Context: an optimization exercise on an open-source flow, tuned for small area and a short achievable clock period. The choices shown serve that exercise and are no tape-out recipe.
RTL that was checked went through simulation tests only; none was proved equivalent to the original.
Power is estimated from default activity; no workload was simulated.

// mult_man
module mult_man (
  input clk, input rstn, input data_rdy,
  input [16:0] mult1_signed, input [16:0] mult2_signed,
  output [31:0] res, output [33:0] res_signed, output res_rdy, output [32:0] res_final);
export LEC_CHECK = 0
export ABC_CLOCK_PERIOD_IN_PS = 2000
export CAP_MARGIN = 20
export CORE_MARGIN = 2
export CORE_UTILIZATION = 40
export SETUP_SLACK_MARGIN = 2.4
export SLEW_MARGIN = 20
export SYNTH_HIERARCHICAL = 1
export TNS_END_PERCENT = 0
create_clock -name core_clock -period 4.5 [get_ports {clk}]
run.sh (not shown) runs the stock make flow with config.mk's settings and CLKGATE_MAP_FILE= SYNTH_SCRIPT=/design/flow/synth_recipe.tcl, a recipe that flattens the netlist after the stock synthesis.
Rerun with:
- SETUP_SLACK_MARGIN: 2.4 -> 2.3
- TNS_END_PERCENT: 0 -> 10
Result: Combinational power goes up by about 3%; power hardly moves; synthesized cell count stays the same.
Function was not checked in any run of this note: the RTL went through the layout flow alone.

---

mult_man, a different RTL version from the one above (not shown whole).
For scale: ~260 flip-flops, ~140 I/O pins, about 0.015 mm2 of cells after synthesis.
Design mult_man, start of the top module:
module mult_man (
  input clk, input rstn, input data_rdy,
  input [16:0] mult1_signed, input [16:0] mult2_signed,
  output [31:0] res, output [33:0] res_signed, output res_rdy, output [32:0] res_final);
Settings: LEC_CHECK=0, CAP_MARGIN=20, CORE_MARGIN=2, CORE_UTILIZATION=40, CTS_BUF_LIST=sky130_fd_sc_hd__clkbuf_16, CTS_CLUSTER_DIAMETER=80, CTS_CLUSTER_SIZE=30, SETUP_SLACK_MARGIN=2.45, SLEW_MARGIN=20, SYNTH_HIERARCHICAL=1, TNS_END_PERCENT=0; clock period 4.5 ns.
standard.sh (not shown) runs the stock make flow with config.mk's settings and CLKGATE_MAP_FILE= SYNTH_SCRIPT=/design/flow/synth_recipe.tcl, a recipe that flattens the netlist after the stock synthesis.
==> flow/flow/run.sh <==
#!/bin/bash
# The standard layout (standard.sh) with two changes:
# - the port buffers that buffer_ports inserts are sky130_fd_sc_hd__buf_2 cells (resized later as
#   needed) instead of the delay cell buffer_ports picks by itself; every port still gets one;
# - ABC maps the design's small gate modules for a 1 fF load instead of 5 fF, so that it does
#   not pick x2/x4 drive strengths for single gates (the resizer upsizes where timing needs it).
set -euo pipefail
bash standard.sh 'BUFFER_PORTS_ARGS=-buffer_cell sky130_fd_sc_hd__buf_2' ABC_LOAD_IN_FF=1 finish > standard_flow.log 2>&1
==> next run, changes <==
--- a/flow/config.mk
+++ b/flow/config.mk
@@ -10,6 +10,3 @@
 export CORE_UTILIZATION = 40
-export CTS_BUF_LIST = sky130_fd_sc_hd__clkbuf_16
-export CTS_CLUSTER_DIAMETER = 80
-export CTS_CLUSTER_SIZE = 30
-export SETUP_SLACK_MARGIN = 2.45
+export SETUP_SLACK_MARGIN = 2.3
 export SLEW_MARGIN = 20
Result: The new run finished clean; design area goes up by 1.1%; first-iteration DRC count decreases by about 1.4%; core utilization climbs by 0.51 points; clock power went up by 52%; wire length shrinks by about 0.8%; area after synthesis is unchanged; via count grows by about 1.2%.
==> next run, changes <==
--- a/flow/config.mk
+++ b/flow/config.mk
@@ -10,3 +10,6 @@
 export CORE_UTILIZATION = 40
-export SETUP_SLACK_MARGIN = 2.3
+export CTS_BUF_LIST = sky130_fd_sc_hd__clkbuf_16
+export CTS_CLUSTER_DIAMETER = 80
+export CTS_CLUSTER_SIZE = 30
+export SETUP_SLACK_MARGIN = 2.55
 export SLEW_MARGIN = 20
After rerunning: The new run passed the timing, DRC and antenna checks; area after synthesis does not change; count of clock-buffer cells in the layout falls by 28; total power falls by 4.6%; hold slack improves by 0.031 ns.
==> next run, changes <==
--- a/flow/config.mk
+++ b/flow/config.mk
@@ -13,3 +13,3 @@
 export CTS_CLUSTER_SIZE = 30
-export SETUP_SLACK_MARGIN = 2.55
+export SETUP_SLACK_MARGIN = 2.4
 export SLEW_MARGIN = 20
After rerunning: The changed run completed with no timing, DRC or antenna violations. Via count went down by 1.7%. Total power went down by 2.4%. Combinational power went down by about 2%. Clock-buffer cell count is unchanged. Clock skew went up by 0.0037 ns. Critical path depth went up by 1. Sequential share of layout area went up by 0.74 points. Synthesized area is unchanged. Fmax went down by 3.6%.

---

sierra:
Another version of the RTL of mult_man (not shown whole).
Size in the first run: ~1,400 cells after synthesis, about 260 flip-flops, roughly 140 I/O pins, ~15,000 sq um of cells after synthesis.
Settings: LEC_CHECK=0, CAP_MARGIN=20, CORE_MARGIN=2, CORE_UTILIZATION=40, CTS_BUF_LIST=sky130_fd_sc_hd__clkbuf_8 sky130_fd_sc_hd__clkbuf_16, CTS_CLUSTER_DIAMETER=60, CTS_CLUSTER_SIZE=20, SETUP_SLACK_MARGIN=2.2, SLEW_MARGIN=20, SYNTH_HIERARCHICAL=1, TNS_END_PERCENT=0; clock period 4.5 ns.
Scripts as last shown in full above: flow/flow/run.sh
sierra | stages: all done | timing, DRC, antenna: all pass
## Diff of input files: tundra against sierra
# sierra
export LEC_CHECK = 0
export CAP_MARGIN = 20
export CORE_MARGIN = 2
export CORE_UTILIZATION = 40
export CTS_BUF_LIST = sky130_fd_sc_hd__clkbuf_8 sky130_fd_sc_hd__clkbuf_16
export CTS_CLUSTER_DIAMETER = 60
export CTS_CLUSTER_SIZE = 20
export SETUP_SLACK_MARGIN = 2.2
export SLEW_MARGIN = 20
export SYNTH_HIERARCHICAL = 1
export TNS_END_PERCENT = 0
create_clock -name core_clock -period 4.5 [get_ports {clk}]
# tundra
export LEC_CHECK = 0
export CAP_MARGIN = 20
export CORE_MARGIN = 2
export CORE_UTILIZATION = 40
export PLACE_DENSITY = 0.8
export SETUP_SLACK_MARGIN = 2.2
export SLEW_MARGIN = 20
export SYNTH_HIERARCHICAL = 1
export TNS_END_PERCENT = 0
create_clock -name core_clock -period 4.5 [get_ports {clk}]
Results
sierra has a lower sum of routed wire length over all layers than tundra. For first-iteration DRC count, dividing the value from sierra by the value from tundra gives 0.75. When tundra is set beside sierra, its final area turns out to be 0.85% larger. ~same maximum buffer depth of the clock tree in sierra and tundra. Relative to sierra, the overall global routing resource usage of tundra is higher by 0.35 points. Sort sierra and tundra by required arrival time at the worst endpoint desc -> top: sierra. met2 wire length came out higher on tundra than on sierra. Compared with sierra, tundra shows a higher clock-buffer cell count.
Here is what was changed in the inputs of nickel compared with tundra.
# tundra
export LEC_CHECK = 0
export CAP_MARGIN = 20
export CORE_MARGIN = 2
export CORE_UTILIZATION = 40
export PLACE_DENSITY = 0.8
export SETUP_SLACK_MARGIN = 2.2
export SLEW_MARGIN = 20
export SYNTH_HIERARCHICAL = 1
export TNS_END_PERCENT = 0
create_clock -name core_clock -period 4.5 [get_ports {clk}]
# nickel
export LEC_CHECK = 0
export CAP_MARGIN = 20
export CORE_MARGIN = 2
export CORE_UTILIZATION = 40
export SETUP_SLACK_MARGIN = 2.2
export SLEW_MARGIN = 20
export SYNTH_HIERARCHICAL = 1
export TNS_END_PERCENT = 0
create_clock -name core_clock -period 4.5 [get_ports {clk}]
==> run notes <==
- The critical path capture point comes out p2_c21_0 in one run and p2_c14_3 in the other, namely in tundra and nickel respectively.
- | global routing usage on met3 | nickel vs tundra | 0.43 points lower |
- Going from tundra to nickel, total power grew slightly.
- When the final numbers for nickel and tundra were put side by side, the first-pass GRT wire length turned out to be smaller in nickel.
- Per the comparison of nickel with tundra, detailed-routing wirelength on met1 higher, part of the total power dissipated in combinational logic has decreased.
- Maximum frequency: nickel < tundra
- Between tundra and nickel, the utilization does not differ in any meaningful way.
- The final reports for nickel and tundra show worst-margin pin slew lower in the former.
- Delta (nickel minus tundra): clock-net power +8.9%, least setup slack across all paths after layout went down 0.015 ns, relative max-transition margin picked up an extra 6.1 points.
The following lists how pepper was set up differently from nickel:
# nickel
export LEC_CHECK = 0
export CAP_MARGIN = 20
export CORE_MARGIN = 2
export CORE_UTILIZATION = 40
export SETUP_SLACK_MARGIN = 2.2
export SLEW_MARGIN = 20
export SYNTH_HIERARCHICAL = 1
export TNS_END_PERCENT = 0
create_clock -name core_clock -period 4.5 [get_ports {clk}]
# pepper
export LEC_CHECK = 0
export CAP_MARGIN = 20
export CORE_MARGIN = 2
export CORE_UTILIZATION = 40
export CTS_BUF_LIST = sky130_fd_sc_hd__clkbuf_16
export CTS_CLUSTER_DIAMETER = 80
export CTS_CLUSTER_SIZE = 30
export SETUP_SLACK_MARGIN = 2.2
export SLEW_MARGIN = 20
export SYNTH_HIERARCHICAL = 1
export TNS_END_PERCENT = 0
create_clock -name core_clock -period 4.5 [get_ports {clk}]
### Flow results
In pepper relative to nickel, net load switching power had gone down by a few percent. Synthesis-to-layout area growth ends up higher on nickel. The per-cell via count in the routed design reported for pepper is smaller than that of nickel by 0.031. Summary of pepper over nickel: maximum frequency shrank by about 0.65%, time the final worst path needs with I/O delays and setup grew by 0.015 ns, number of clock buffers in the layout shrank by 19, total chip power shrank by 7.8%.
No run of this note included a check of the RTL's function; only the layout flow was run.

==> what the ideal ports hide <==
The results above use ideal ports. As a check the final layouts listed here were re-extracted and re-timed, cells and wires unchanged. Step 1: set_driving_cell puts a clkbuf_16 on clk and a buf_2 on each other input, an assumption about the parent block. Step 2, shift: input delay + t, output delay - t, t = (earliest + latest rising clock arrival at the registers) / 2. This alone moves slack from input paths to output paths. a / b / c = ideal ports / drivers / drivers and shift; a / b = the first two.
run | t, ns | slack for setup (ns) | worst register clock-pin slew, ns
the first run of note 1 | 0.609 | 2.254 / 2.254 / 1.956 | 0.07 / 0.07
the second run of note 1 | 0.586 | 2.147 / 2.100 / 1.835 | 0.07 / 0.07
the first run of note 2 | 0.556 | 2.424 / 2.424 / 2.120 | 0.11 / 0.11
the second run of note 2 | 0.593 | 2.300 / 2.300 / 2.028 | 0.06 / 0.06
the third run of note 2 | 0.550 | 2.484 / 2.484 / 2.206 | 0.11 / 0.11
the fourth run of note 2 | 0.548 | 2.409 / 2.409 / 2.103 | 0.11 / 0.11
sierra | 0.576 | 2.181 / 2.181 / 2.181 | 0.08 / 0.08
tundra | 0.573 | 2.224 / 2.224 / 2.224 | 0.07 / 0.07
nickel | 0.595 | 2.210 / 2.210 / 2.210 | 0.07 / 0.07
pepper | 0.545 | 2.195 / 2.195 / 2.195 | 0.11 / 0.11
After both steps every run listed still meets setup and hold. The setup slack of the second run of note 1, which loses most, moves by -0.047 ns with the drivers and by -0.312 ns with both steps.
